From an optimization exercise on the open Yosys and OpenROAD flow, aimed at small area and a short achievable clock period; shortcuts taken in it are not production practice. Only simulation tests tie the RTL to the original design; equivalence was not proved. Power figures rest on the tool's default switching activity, not on a simulated workload.

## flow/design.v

```verilog
`timescale 1ns/100ps
module processor (clock, reset, PC, Inst, MemRead, MemWrite, Addr, Din, Dout);
input clock, reset;
input [31:0] Inst, Dout;
output MemRead, MemWrite;
output [31:0] PC, Addr, Din;
localparam OP_R    = 6'b000000;
localparam OP_J    = 6'b000010;
localparam OP_JAL  = 6'b000011;
localparam OP_BEQ  = 6'b000100;
localparam OP_BNE  = 6'b000101;
localparam OP_SLTI = 6'b001010;
localparam OP_ANDI = 6'b001100;
localparam OP_ORI  = 6'b001101;
localparam OP_XORI = 6'b001110;
localparam FN_SLL  = 6'b000000;
localparam FN_SRL  = 6'b000010;
localparam FN_JR   = 6'b001000;
localparam FN_ADD  = 6'b100000;
localparam FN_SUB  = 6'b100010;
localparam FN_AND  = 6'b100100;
localparam FN_OR   = 6'b100101;
localparam FN_XOR  = 6'b100110;
localparam FN_SLT  = 6'b101010;
reg [31:0] pc_val;
reg [31:0] fd_Inst;
reg        fd_v;         
reg [4:0]  fd_ra1;       
reg [31:0] fd_rd1;       
reg [31:0] fd_rd2;       
reg        fd_f1x, fd_f1w, fd_f2x, fd_f2w;   
reg [31:0] dx_A;         
reg [31:0] dx_B;         
reg [31:0] dx_rd2;       
reg [4:0]  dx_sh;        
reg [4:0]  dx_rt;
reg [4:0]  dx_wr;        
reg        dx_fvx;       
reg        dx_fvw;       
reg        dx_load, dx_store, dx_rw, dx_isJAL, dx_stall;
reg        dx_sub, dx_s_add, dx_s_and, dx_s_or, dx_s_xor, dx_s_slt, dx_s_sll, dx_s_srl;
reg [31:0] xm_ALU;
reg [31:0] xm_STORE;
reg [4:0]  xm_rt;
reg [4:0]  xm_wr;
reg        xm_fvx, xm_fvw, xm_load, xm_rw, xm_isJAL, xm_rd, xm_wrm;
reg [31:0] mw_val;
reg [4:0]  mw_wr;
reg        mw_fvw, mw_rw, mw_isJAL;
reg [31:0] gpr [1:31];
wire [5:0] i_op    = Inst[31:26];
wire [5:0] i_fn    = Inst[5:0];
wire       i_R     = (i_op == OP_R);
wire       i_shift = i_R && ((i_fn == FN_SLL) || (i_fn == FN_SRL));
wire       i_d2en  = (i_R && !i_shift) || (i_op == OP_BEQ) || (i_op == OP_BNE);
wire [4:0] i_ra1   = i_shift ? Inst[20:16] : Inst[25:21];
wire [4:0] i_ra2   = Inst[20:16];
reg [31:0] ir1, ir2;
integer ri;
always @(*) begin
  ir1 = 32'd0;
  ir2 = 32'd0;
  for (ri = 1; ri < 32; ri = ri + 1) begin
    ir1 = ir1 | ({32{Inst[25:21] == ri}} & gpr[ri]);
    ir2 = ir2 | ({32{i_ra2 == ri}} & gpr[ri]);
  end
end
wire [5:0] fd_op = fd_Inst[31:26];
wire [5:0] fd_fn = fd_Inst[5:0];
wire [4:0] fd_rs = fd_Inst[25:21];
wire [4:0] fd_rt = fd_Inst[20:16];
wire [4:0] fd_rd = fd_Inst[15:11];
wire d_R     = !fd_v || (fd_op == OP_R);
wire d_shift = !fd_v || (d_R && ((fd_fn == FN_SLL) || (fd_fn == FN_SRL)));
wire d_JR    = fd_v && (fd_op == OP_R) && (fd_fn == FN_JR);
wire d_JAL   = fd_v && (fd_op == OP_JAL);
wire d_J     = fd_v && ((fd_op == OP_J) || (fd_op == OP_JAL));
wire d_beq   = fd_v && (fd_op == OP_BEQ);
wire d_bne   = fd_v && (fd_op == OP_BNE);
wire d_br    = d_beq || d_bne;
wire d_load  = fd_v && (fd_op[5:3] == 3'b100);
wire d_store = fd_v && (fd_op[5:3] == 3'b101);
wire d_d2en  = (d_R && !d_shift) || d_br;
wire [31:0] d1 = fd_f1x ? xm_ALU : (fd_f1w ? mw_val : fd_rd1);
wire [31:0] d2 = fd_f2x ? xm_ALU : (fd_f2w ? mw_val : fd_rd2);
wire eq    = (d1 == d2);
wire bcond = (d_beq && eq) || (d_bne && !eq);
wire d_stall = fd_v && (
               (dx_load &&
                ((d_R && ((dx_rt == fd_ra1) || (!d_JR && (dx_rt == fd_rt)))) ||
                 (!d_R && !d_J && (dx_rt == fd_rs)) ||
                 (d_br && (dx_rt == fd_rt)))) ||
               (xm_load &&
                (((d_br || d_JR) && (xm_rt == fd_rs)) ||
                 (d_br && (xm_rt == fd_rt)))));
wire kill = d_J || bcond || d_JR;
wire [31:0] pc4   = pc_val + 32'd4;
wire [31:0] brtgt = pc_val + {{14{fd_Inst[15]}}, fd_Inst[15:0], 2'b00};
wire [4:0] d_wr  = d_JAL ? 5'd31 : (d_R ? fd_rd : fd_rt);
wire d_wrnz      = fd_v && (d_wr != 5'd0);
wire d_fvx       = !fd_op[5] && d_wrnz;
wire d_fvw       = !(fd_op[5] && fd_op[3]) && d_wrnz;
wire d_rw        = !d_store && !d_br && (fd_op != OP_J) && !d_JR && d_wrnz;
wire d_add  = fd_v && (d_R ? ((fd_fn != FN_AND) && (fd_fn != FN_OR) && (fd_fn != FN_SLL) &&
                              (fd_fn != FN_SLT) && (fd_fn != FN_SRL) && (fd_fn != FN_SUB) &&
                              (fd_fn != FN_XOR))
                           : ((fd_op != OP_ANDI) && (fd_op != OP_ORI) && (fd_op != OP_SLTI) &&
                              (fd_op != OP_XORI)));
wire d_and  = fd_v && (d_R ? (fd_fn == FN_AND) : (fd_op == OP_ANDI));
wire d_or   = fd_v && (d_R ? (fd_fn == FN_OR)  : (fd_op == OP_ORI));
wire d_xor  = fd_v && (d_R ? (fd_fn == FN_XOR) : (fd_op == OP_XORI));
wire d_slt  = fd_v && (d_R ? (fd_fn == FN_SLT) : (fd_op == OP_SLTI));
wire d_subo = fd_v && d_R && (fd_fn == FN_SUB);
wire d_sub  = d_subo || d_slt;
wire d_sll  = !fd_v || (d_R && (fd_fn == FN_SLL));
wire d_srl  = fd_v && d_R && (fd_fn == FN_SRL);
wire x1x = fd_v && dx_fvx && (dx_wr == fd_ra1);
wire x1w = fd_v && xm_fvw && (xm_wr == fd_ra1);
wire x2x = d_R && !d_shift && dx_fvx && (dx_wr == fd_rt);
wire x2w = d_R && !d_shift && xm_fvw && (xm_wr == fd_rt);
wire [31:0] wb_data = mw_isJAL ? xm_ALU : mw_val;
wire wbi1 = mw_rw && (mw_wr == Inst[25:21]);
wire wbi2 = mw_rw && (mw_wr == i_ra2);
wire [31:0] ib1 = wbi1 ? wb_data : ir1;
wire [31:0] ib2 = wbi2 ? wb_data : ir2;
wire wbf1 = mw_rw && (mw_wr == fd_ra1);
wire wbf2 = mw_rw && (mw_wr == fd_rt);
always @(posedge clock) begin
  if (mw_rw) gpr[mw_wr] <= wb_data;
end
wire [31:0] pc_nb = d_stall ? pc_val :
                    d_J     ? {pc_val[31:28], fd_Inst[25:0], 2'b00} :
                    d_JR    ? d1 : pc4;
always @(posedge clock or posedge reset) begin
  if (reset) begin
    pc_val <= 32'd0;
    fd_v   <= 1'b0;
    fd_ra1 <= 5'd0;
    fd_f1x <= 1'b0; fd_f1w <= 1'b0; fd_f2x <= 1'b0; fd_f2w <= 1'b0;
  end else begin
    pc_val <= (bcond && !d_stall) ? brtgt : pc_nb;
    fd_v   <= !kill;
    if (d_stall) begin
      fd_f1x <= dx_fvx && (dx_wr == fd_ra1);
      fd_f1w <= xm_fvw && (xm_wr == fd_ra1);
      fd_f2x <= d_d2en && dx_fvx && (dx_wr == fd_rt);
      fd_f2w <= d_d2en && xm_fvw && (xm_wr == fd_rt);
    end else begin
      fd_ra1 <= i_ra1;
      fd_f1x <= dx_fvx && (dx_wr == i_ra1);
      fd_f1w <= xm_fvw && (xm_wr == i_ra1);
      fd_f2x <= i_d2en && dx_fvx && (dx_wr == i_ra2);
      fd_f2w <= i_d2en && xm_fvw && (xm_wr == i_ra2);
    end
  end
end
always @(posedge clock) begin
  if (d_stall) begin
    if (wbf1) fd_rd1 <= wb_data;
    if (wbf2) fd_rd2 <= wb_data;
  end else begin
    fd_Inst <= Inst;
    fd_rd1  <= i_shift ? ib2 : ib1;
    fd_rd2  <= ib2;
  end
end
always @(posedge clock or posedge reset) begin
  if (reset) begin
    dx_rt <= 5'd0; dx_wr <= 5'd0;
    dx_fvx <= 1'b0; dx_fvw <= 1'b0;
    dx_load <= 1'b0; dx_store <= 1'b0; dx_rw <= 1'b0; dx_isJAL <= 1'b0; dx_stall <= 1'b0;
    dx_sub <= 1'b0; dx_s_add <= 1'b0; dx_s_and <= 1'b0; dx_s_or <= 1'b0;
    dx_s_xor <= 1'b0; dx_s_slt <= 1'b0; dx_s_sll <= 1'b0; dx_s_srl <= 1'b0;
  end else begin
    dx_rt    <= fd_rt;
    dx_wr    <= d_wr;
    dx_fvx   <= d_fvx;
    dx_fvw   <= d_fvw;
    dx_load  <= d_load;
    dx_store <= d_store;
    dx_rw    <= d_rw;
    dx_isJAL <= d_JAL;
    dx_stall <= d_stall;
    dx_sub   <= d_sub;
    dx_s_add <= d_add || d_subo;
    dx_s_and <= d_and;
    dx_s_or  <= d_or;
    dx_s_xor <= d_xor;
    dx_s_slt <= d_slt;
    dx_s_sll <= d_sll;
    dx_s_srl <= d_srl;
  end
end
wire [31:0] A = dx_A;
wire [31:0] B = dx_B;
wire [31:0] Bx = B;      
wire [31:0] g0 = A & Bx;
wire [31:0] p0 = A ^ Bx;
wire [31:0] gk [0:5];
wire [31:0] pk [0:5];
assign gk[0] = {g0[31:1], g0[0] | (p0[0] & dx_sub)};
assign pk[0] = p0;
genvar lv, bi;
generate
  for (lv = 0; lv < 5; lv = lv + 1) begin : g_lv
    for (bi = 0; bi < 32; bi = bi + 1) begin : g_bi
      if (bi >= (1 << lv)) begin : g_c
        assign gk[lv+1][bi] = gk[lv][bi] | (pk[lv][bi] & gk[lv][bi - (1 << lv)]);
        assign pk[lv+1][bi] = pk[lv][bi] & pk[lv][bi - (1 << lv)];
      end else begin : g_p
        assign gk[lv+1][bi] = gk[lv][bi];
        assign pk[lv+1][bi] = pk[lv][bi];
      end
    end
  end
endgenerate
wire [31:0] sum = p0 ^ {gk[5][30:0], dx_sub};
wire lt = (A[31] == B[31]) ? A[31] : sum[31];    
wire [31:0] A_rev, sh_rev;
wire [31:0] sh_out = (dx_s_srl ? A_rev : A) << dx_sh;
genvar ri2;
generate
  for (ri2 = 0; ri2 < 32; ri2 = ri2 + 1) begin : g_rev
    assign A_rev[ri2]  = A[31-ri2];
    assign sh_rev[ri2] = sh_out[31-ri2];
  end
endgenerate
wire [31:0] result = ({32{dx_s_add}} & sum) |
                     ({32{dx_s_and}} & (A & B)) |
                     ({32{dx_s_or}}  & (A | B)) |
                     ({32{dx_s_xor}} & (A ^ B)) |
                     ({32{dx_s_slt}} & {31'd0, lt}) |
                     ({32{dx_s_sll}} & sh_out) |
                     ({32{dx_s_srl}} & sh_rev);
wire [31:0] mw_next = xm_load ? Dout : xm_ALU;
always @(posedge clock) begin
  dx_A   <= x1x      ? result :
            dx_isJAL ? dx_rd2 :
            x1w      ? mw_next : d1;
  dx_B   <= {32{d_sub}} ^ (x2x ? result :
                          x2w ? mw_next :
                          d_R ? d2 : {{16{fd_Inst[15]}}, fd_Inst[15:0]});
  dx_rd2 <= d_JAL ? pc4 : d2;
  dx_sh  <= fd_v ? fd_Inst[10:6] : 5'd0;
end
always @(posedge clock or posedge reset) begin
  if (reset) begin
    xm_rt <= 5'd0; xm_wr <= 5'd0;
    xm_fvx <= 1'b0; xm_fvw <= 1'b0; xm_load <= 1'b0; xm_rw <= 1'b0; xm_isJAL <= 1'b0;
    xm_rd <= 1'b0; xm_wrm <= 1'b0;
  end else begin
    xm_rt    <= dx_rt;
    xm_wr    <= dx_wr;
    xm_fvx   <= dx_fvx;
    xm_fvw   <= dx_fvw;
    xm_load  <= dx_load;
    xm_rw    <= dx_rw && !dx_stall;
    xm_isJAL <= dx_isJAL;
    xm_rd    <= dx_load && !dx_stall;
    xm_wrm   <= dx_store && !dx_stall;
  end
end
always @(posedge clock) begin
  xm_ALU   <= result;
  xm_STORE <= dx_rd2;
end
assign PC       = pc_val;
assign Addr     = xm_ALU;
assign Din      = xm_STORE;
assign MemRead  = xm_rd;
assign MemWrite = xm_wrm;
always @(posedge clock or posedge reset) begin
  if (reset) begin
    mw_wr <= 5'd0; mw_fvw <= 1'b0; mw_rw <= 1'b0; mw_isJAL <= 1'b0;
  end else begin
    mw_wr    <= xm_wr;
    mw_fvw   <= xm_fvw;
    mw_rw    <= xm_rw;
    mw_isJAL <= xm_isJAL;
  end
end
always @(posedge clock) begin
  mw_val <= mw_next;
end
endmodule
```

## flow/flow/run.sh

```bash
#!/bin/bash
# Standard layout (the standard.sh, unchanged synthesis) with
# - a tighter setup repair target: repair_timing aims for slack >= SETUP_SLACK_MARGIN;
# - plain buf_2 cells as the port buffers (every port still gets its buffer).
# Each tool's full output stays in orfs/logs/; make's own output goes to make.log.
set -euo pipefail
bash standard.sh SETUP_SLACK_MARGIN=5.4 "BUFFER_PORTS_ARGS=-buffer_cell sky130_fd_sc_hd__buf_2" finish > make.log 2>&1
```

## flow/standard.sh

```bash
#!/bin/bash
# synth_recipe.tcl (not shown) runs the flow's synth.tcl, then flattens the netlist and writes it again
# the make line also repeats each setting of config.mk as NAME=value (left out here)
make -C /OpenROAD-flow-scripts/flow DESIGN_CONFIG=/design/flow/config.mk WORK_HOME=/design/flow/orfs CLKGATE_MAP_FILE= SYNTH_SCRIPT=/design/flow/synth_recipe.tcl "${@:-finish}"
```

## flow/config.mk

```make
export PLATFORM = sky130hd
export DESIGN_NAME = processor
export DESIGN_NICKNAME = processor
export VERILOG_FILES = /design/flow/design.v
export SDC_FILE = /design/flow/constraint.sdc
export NUM_CORES = 4
export LEC_CHECK = 0
export CAP_MARGIN = 20
export CELL_PAD_IN_SITES_DETAIL_PLACEMENT = 1
export CORE_MARGIN = 2
export CORE_UTILIZATION = 40
export CTS_CLUSTER_DIAMETER = 70
export CTS_CLUSTER_SIZE = 24
export PLACE_DENSITY = 0.6
export SLEW_MARGIN = 20
```

## flow/constraint.sdc

```tcl
create_clock -name core_clock -period 9.0 [get_ports {clock}]
set_input_delay 1.8000 -clock core_clock [delete_from_list [all_inputs] [get_ports {clock}]]
set_output_delay 1.8000 -clock core_clock [all_outputs]
set_load 0.01 [all_outputs]
```

==> run notes, run 1 <==
DRT antenna net count - 0
Largest net degree at the start of global routing - 66
Cell internal pwr - 12.0 mW
Worst-Skew Late Latency - 870 ps
Maximum vdd ir drop - 0.000172 V
Setup Crit Path Kind - input port to flop
Yosys warnings - 1
Sequential fraction of the synthesis area - 58.3%
Asr flop ratio synth - 6.55%
Worst reg2reg path depth - 11
Setup tns final - 0 ps
Multi-input logic area - 27,600 um^2
Seq cells post-synth - 1,375
Total grt overflow - 0
Worst setup SP type - input port
Post-Synthesis Cells - 5,542
Place WS - 3690 ps
Final setup vio count - 0
Mean post-synth cell area - 12.0 um^2
WHS Endpoint - mw_rw
Routed WL per cell - 43.7 um
Commonest non-fill, non-tap cells in the layout - edfxtp_1 (1,088), a22oi_1 (523), nand2_1 (322)
Netlist cell types - 85
Die Span X - 412 um
Vias per Instance - 7.62
WHS Path Cells - 0
CP Buf/Inv Count - 5
Hold path startpoint - xm_rw
Site Rows - 149
Root Buffer - clkbuf_16
Seq pwr share - 47.7%
HPWL Detailed - 198,000 um
Routability cong. - 0.993
Combinational share of power - 25.9%
Proportion of layout cells with a drive suffix above 1 - 19.6%
CP arrival - 4370 ps
Net Sw Frac - 37.0%
FF-to-FF setup slack - 5320 ps
TritonRoute pass-1 iters - 13
Final min period - 3900 ps
Number of global-route vias before repair - 57.8k
Cell Chain, Critical Path - buf_16, clkbuf_4, nand3b_1, buf_6, nor2_4, buf_12, buf_4, a22o_1, a221oi_1, nand3_1, nor3_4, mux2i_1, nand2_1, o21ai_0
Top cell type by total area after synthesis - edfxtp_1
Outcome - no timing/DRC/antenna violations
RR Startpoint - dx_A[6]
Final Hold Viols - 0
Final worst-path setup slack - 5100 ps
Share of the synthesized area in the top cell type - 49.0%
Leading post-synthesis cells by cell area - edfxtp_1 (49%), a22oi_1 (5.9%), dfxtp_1 (5.9%), dfrtp_1 (3.4%), a221oi_1 (2.8%)
Clock network fraction of design power - 26.4%
Synth Flop Type - edfxtp_1
Residual DRC count - 0
Port bufs - 163
Worst-path cell with the longest stage delay - a221oi_1
Core ar. - 165,000 um^2
TritonCTS Buffers - 98
Final nets - 5,887
Final Max Slew Viols - 0
Tot GR Track Use - 39.0%
CTS tree - done
Clock Pin Slew Worst Setup and Hold Paths - 90 ps
H-tree Lvls - 3
DR vias - 61.1k
Area Growth Syn to Fin - 17.0%
First-pass GRT wire length - 463,000 um
Util after Layout - 47.2%
DRC marker count from the first detailed-route iteration - 12.1k
Final WL - 350,000 um
Psw - 7.03 mW
Most common cell after layout, fill and taps aside - edfxtp_1
Leak - 27.1 nW
Final period util - 43.4%
Clock sink count - 1,375
RSZ-0062 raised after global routing - true
Register area - 38,900 um^2
Initial antenna violation count - 27
CP Depth - 14
Crit end category - flop
Number of max-cap violations - 0
Fillers - 17.0k
FF-to-FF End - dx_B[31]
PwrDens - 243 nW/um^2
Worst EP required - 9470 ps
WHS - 358 ps
Post-Syn Area - 66,700 um^2
Top-level port count - 164
Worst-margin pin slew - 1290 ps
CP Max Fanout - 7
Clk buf depth - 3
Top delay family on crit path - simple AND/OR/NAND/NOR gates
Slew margin rel. - 11.3%
Initial Util - 40.3%
Die area - 170,000 um^2
Clock skew - 120 ps
FMAX - 256 MHz
CP peak stage delay - 340 ps
Number of synthesized flops with an enable pin - 1,088
Post-Syn Nets - 5,705
Hold Crit Class - flop to flop
Die height - 412 um
final cells by class:
cell class              count  area share [%]
clock inverters            78            1.35
inverters                 167           0.829
diodes                     25          0.0802
multi-input cells        3585            35.4
repair buffers            497            5.88
well taps                2189            3.51
flip-flops and latches   1375            49.8
clock buffers             100            3.15
power groups by stage:
stage / Combinational [mW] / Sequential (mW) / Clock, mW
5_1_grt: 5.13 / 9.07 / 5.19
4_1_cts: 4.51 / 8.96 / 4.97
2_1_floorplan: 2.65 / 8.62 / 0
3_3_place_gp: 4.27 / 9.06 / 0
3_5_place_dp: 4.39 / 9.09 / 0
6_report: 4.91 / 9.06 / 5.01
registers in the layout, indices dropped and copies added, names as in the netlist, 5 cells and up:
name / flops
gpr: 992
xm_ALU: 32
xm_wr: 5
xm_rt: 5
fd_rd2: 32
dx_A: 32
dx_wr: 5
pc_val: 32
dx_B: 32
fd_rd1: 32
fd_ra1: 5
mw_wr: 5
dx_sh: 5
dx_rd2: 32
mw_val: 32
dx_rt: 5
fd_Inst: 32
xm_STORE: 32
how the worst max path moves through the flow:
stage,start,end
after floorplan,Inst[24],fd_rd1[13]
after global placement,Inst[17],fd_rd1[29]
after detailed placement,Inst[17],fd_rd1[29]
after CTS,Inst[20],fd_rd2[13]
after global routing,Inst[18],fd_rd1[28]
final,Inst[18],fd_rd2[28]
cell usage after synthesis, types with 18 or more instances:
library cell  instances
mux4_2               48
and3_1               18
or4_1                25
a22o_1              201
a21o_1               36
and2_1               24
nor3_1              101
o211ai_1             67
clkbuf_1            353
a211oi_1             73
nand3_1             158
nand4_1             131
inv_1               163
nand2_1             334
dfxtp_1             197
mux2i_1             166
o21ai_0             253
dfrtp_1              90
a31oi_1              48
nor4_1               30
a222oi_1             65
a21oi_1             149
buf_1                38
edfxtp_1           1088
xnor2_1             131
ha_1                 94
xor2_1               80
a221oi_1            216
mux2_2               61
nor2_1              312
a22oi_1             527
through the flow:
step	instance area, um^2	power (mW)	instances
finish	78000	19.0	8016
global route	78000	19.4	7992
CTS	75800	18.4	7886
floorplan	67600	11.3	5542
global placement	70900	13.3	7646
detailed placement	70900	13.5	7646
cells by family (layout without fill, tap and decap cells):
family,Yosys count,count (layout),synth area share [%]
adders and majority gates,97,97,1.85
xor gates and xnor gates,211,211,2.77
DFF,1375,1375,58.3
AOI/OAI and AO/OA,1753,1753,19.3
muxes,297,297,5.63
and+or+nand+nor,1224,1227,8.74
buffers and inverters,585,842,3.45
other,0,25,0
timing repair:
item,CTS,global route
gates cloned,4,12
resized for setup,209,256
pin swaps,22,66
setup buffers,58,93
setup endpoints to repair,253,150
hold buffers,0,0
per-layer routing:
metal	wire, um	up-vias	GRT usage, %
li1	-	22400	-
met1	117000	29900	47.0
met2	141000	6525	55.4
met3	58100	2257	17.2
met4	35000	26	27.4
met5	292	-	0.367
==> run 2: changes to the inputs <==
==> flow/run.sh (new file) <==
#!/bin/bash
# synth_recipe.tcl (not shown) runs the flow's synth.tcl, then flattens the netlist and writes it again
# the make line also repeats each setting of config.mk as NAME=value (left out here)
make -C /OpenROAD-flow-scripts/flow DESIGN_CONFIG=/design/flow/config.mk WORK_HOME=/design/flow/orfs CLKGATE_MAP_FILE= SYNTH_SCRIPT=/design/flow/synth_recipe.tcl finish
--- a/flow/config.mk
+++ b/flow/config.mk
@@ -8,8 +8,6 @@
 export CAP_MARGIN = 20
-export CELL_PAD_IN_SITES_DETAIL_PLACEMENT = 1
 export CORE_MARGIN = 2
 export CORE_UTILIZATION = 40
-export CTS_CLUSTER_DIAMETER = 70
-export CTS_CLUSTER_SIZE = 24
 export PLACE_DENSITY = 0.6
+export SETUP_SLACK_MARGIN = 5
 export SLEW_MARGIN = 20
removed: flow/flow/run.sh
removed: flow/standard.sh
==> run 2 against run 1 <==
Sequential power hardly changed. Area after synthesis stayed put. Via count is 3.9% lower. Flip-flop and latch count stayed put. Power is 6.0% higher. Maximum frequency is 3.7% lower. First-iteration DRC count is 11% higher. Largest cell class unchanged.
==> run notes, run 2 <==
Outcome - no timing/DRC/antenna violations
Clock Pin Slew Worst Setup and Hold Paths - 70 ps (-20 ps)
Worst setup SP type - input port
Most used cell along the critical path - buf_4
First-pass GRT wire length - 440,000 um (-5.2%)
Total grt overflow - 0 (unchanged)
Vias per Instance - 7.36 (-3.5%)
Post-Synthesis Cells - 5,542 (unchanged)
Combinational share of power - 23.6% (-2.3 points)
Final Hold Viols - 0 (unchanged)
Seq cells post-synth - 1,375 (unchanged)
Final WL - 325,000 um (-7.4%)
Initial antenna violation count - 20 (-26%)
Seq pwr share - 45.0% (-2.7 points)
Leak - 26.5 nW (-2.1%)
Final Max Slew Viols - 0 (unchanged)
Area Growth Syn to Fin - 15.6%
Leading post-synthesis cells by cell area - edfxtp_1 (49%), a22oi_1 (5.9%), dfxtp_1 (5.9%), dfrtp_1 (3.4%), a221oi_1 (2.8%)
Number of synthesized flops with an enable pin - 1,088 (unchanged)
Setup tns final - 0 ps (unchanged)
Top delay family on crit path - buffers and inverters
Worst-margin pin slew - 1270 ps (-24.9 ps)
CP peak stage delay - 340 ps (about the same)
Max reg flops - 992 (unchanged)
TritonCTS Buffers - 145 (+48%)
Final period util - 45.0% (+1.6 points)
Synth Flop Type - edfxtp_1
CP Max Fanout - 17 (+10)
CP Buf/Inv Count - 4 (-1)
Core ar. - 165,000 um^2 (unchanged)
Final min period - 4050 ps (+148 ps)
CP arrival - 4570 ps (+200 ps)
H-tree Lvls - 4 (+1)
Maximum vdd ir drop - 0.000181 V (+5.6%)
Crit end category - flop
Final nets - 5,815 (-1.2%)
Post-Syn Nets - 5,705 (unchanged)
Worst EP required - 9510 ps (+40 ps)
Worst-path cell with the longest stage delay - buf_2
Tot GR Track Use - 37.2% (-1.8 points)
Die area - 170,000 um^2 (unchanged)
Proportion of layout cells with a drive suffix above 1 - 13.2% (-6.4 points)
DR vias - 58.7k (-3.9%)
Number of max-cap violations - 0 (unchanged)
Initial Util - 40.3% (unchanged)
Asr flop ratio synth - 6.55% (unchanged)
Site Rows - 149 (unchanged)
PwrDens - 261 nW/um^2 (+7.3%)
Die height - 412 um (unchanged)
Net Sw Frac - 33.7% (-3.3 points)
Sequential fraction of the synthesis area - 58.3% (unchanged)
Root Buffer - clkbuf_16
FMAX - 247 MHz (-3.7%)
RR Startpoint - fd_f2w
Top-level port count - 164 (unchanged)
Hold Crit Class - flop to flop
Clock network fraction of design power - 31.4% (+5.0 points)
Netlist cell types - 85 (unchanged)
RSZ-0062 raised after global routing - true
Hold_buf cts - 0 (unchanged)
Setup Crit Path Kind - input port to flop
DRC marker count from the first detailed-route iteration - 13.5k (+11%)
Top reg by flops - gpr
HPWL Detailed - 188,000 um (-5.4%)
Residual DRC count - 0 (unchanged)
Most frequent cells after synthesis - edfxtp_1 (1,088), a22oi_1 (527), clkbuf_1 (353), nand2_1 (334), nor2_1 (312)
Port bufs - 163 (unchanged)
Clock skew - 38.5 ps (-81.4 ps)
Share of the synthesized area in the top cell type - 49.0% (unchanged)
TritonRoute pass-1 iters - 17 (+4)
Yosys warnings - 1 (unchanged)
Clk buf depth - 3 (unchanged)
Clock sink count - 1,375 (unchanged)
Count leader, synth - edfxtp_1
Worst-Skew Late Latency - 830 ps (-40 ps)
Hold path startpoint - xm_rw
Top cell type by total area after synthesis - edfxtp_1
Slew margin rel. - 13.0% (+1.7 points)
Commonest non-fill, non-tap cells in the layout - edfxtp_1 (1,088), a22oi_1 (527), nand2_1 (329)
CTS tree - done
Worst Setup SP - Inst[20]
Fillers - 14.6k (-14%)
DRT antenna net count - 0 (unchanged)
Cell internal pwr - 13.4 mW (+12%)
Power, Total - 20.1 mW (+6.0%)
Cell Chain, Critical Path - buf_2, nand3b_1, buf_4, nor2_4, buf_4, buf_6, a22o_1, a221oi_1, nand4_1, nor3_1, mux2i_1, o21ai_0, a22oi_1
Number of global-route vias before repair - 54.6k (-5.5%)
Largest net degree at the start of global routing - 73 (+11%)
Die Span X - 412 um (unchanged)
Most common cell after layout, fill and taps aside - edfxtp_1
Post-Syn Area - 66,700 um^2 (unchanged)
Psw - 6.78 mW (-3.6%)
Routed WL per cell - 40.7 um (-6.9%)
Mean post-synth cell area - 12.0 um^2 (unchanged)
Routability cong. - 1.02 (+2.7%)
Final setup vio count - 0 (unchanged)
## run 2: cell counts after synthesis
No cell type changed its count.
## run 2: cell type report
| class | instances | area, um^2 | share of cell area, % |
|---|---|---|---|
| antenna | 20 | 50.0 | 0.0649 |
| clock buffer | 184 | 3870 | 5.02 |
| clock inverter | 82 | 1050 | 1.36 |
| inverter | 167 | 647 | 0.839 |
| multi-input combinational | 3583 | 26500 | 34.4 |
| sequential | 1375 | 38900 | 50.4 |
| tap | 2189 | 2740 | 3.55 |
| timing repair buffer | 380 | 3400 | 4.41 |
## run 2: metrics by stage
| step | util [%] | setup slack (ps) | hold WS, ps | instances | area, um^2 |
|---|---|---|---|---|---|
| after floorplan | - | 5040 | 331 | 5542 | 66700 |
| after global placement | 43.1 | 3130 | 335 | 7635 | 71300 |
| after detailed placement | 43.1 | 2970 | 340 | 7635 | 71300 |
| after CTS | 46.4 | 4940 | 354 | 7952 | 76800 |
| after global routing | 46.6 | 4890 | 365 | 7963 | 77100 |
| final | 46.7 | 4950 | 346 | 7980 | 77100 |
## run 2: final timing paths
check                      depth (start not counted)          to  slack, ps
max                                               13  fd_rd1[25]       4950
min                                                0       mw_rw        350
max reg2reg                                       11  pc_val[24]       5010
min reg2reg                                        0       mw_rw        350
max in group asynchronous                          3    dx_s_srl       6220
min in group asynchronous                          2    xm_rt[1]       1520
## run 2: power by group through the flow
stage                     clock network, mW  logic [mW]  registers [mW]
after global routing                   6.57        4.99            9.06
after detailed placement                  0        4.47            9.10
final                                  6.32        4.76            9.06
after CTS                              6.30        4.51            8.97
after global placement                    0        4.42            9.09
after floorplan                           0        2.63            8.62
## run 2: kinds of logic (layout without fill, tap and decap cells)
family / count (synthesis) / in the layout / share of synthesized area, %
adders and majority gates: 97 / 97 / 1.85
xor gates and xnor gates: 211 / 211 / 2.77
AOI/OAI and AO/OA: 1753 / 1753 / 19.3
and+or+nand+nor: 1224 / 1225 / 8.74
DFF: 1375 / 1375 / 58.3
other: 0 / 20 / 0
muxes: 297 / 297 / 5.63
buffers and inverters: 585 / 813 / 3.45
## run 2: metal layers
layer / vias to the layer above / wire (um) / share of wire [%] / global-route usage (%)
li1: 22300 / - / - / -
met1: 28100 / 108000 / 33 / 44.5
met2: 6375 / 129000 / 40 / 51.9
met3: 1959 / 56100 / 17 / 18.2
met4: 26 / 31100 / 9.6 / 26.0
met5: - / 425 / 0.13 / 1.05
## run 2: what timing repair did
item                                    4_1_cts  5_1_grt
endpoints found under the setup margin      216      147
gates resized for setup                      82       80
pin swaps                                    25        4
setup buffers                                50        8
cloned                                        1        0

re-timing with driven ports:
The results above use ideal ports. As a check the final layouts listed here were re-extracted and re-timed, cells and wires unchanged.
Step 1 assumes that a clkbuf_16 drives the clock port and a buf_2 every other input.
Step 2 also shifts input and output timing later by t, the mid clock arrival at the registers, as if the neighbouring blocks saw the same clock.
a / b / c = no drivers / after step 1 / after step 2; a / b = the first two.
| run | shift t [ns] | slack for setup (ns) | hold WS [ns] | worst register clock-pin slew, ns | worst slew at a driven data input, ns |
|---|---|---|---|---|---|
| run 1 | 0.894 | 5.098 / 5.115 / 4.221 | 0.358 / 0.358 / 0.358 | 0.10 / 0.10 | 0.20 |
| run 2 | 0.883 | 4.950 / 4.926 / 4.120 | 0.346 / 0.346 / 0.346 | 0.07 / 0.07 | 0.05 |
After both steps setup and hold are still met in every run listed. For run 1, which loses most, drivers alone change the setup slack by +0.017 ns; drivers and shift together by -0.877 ns.
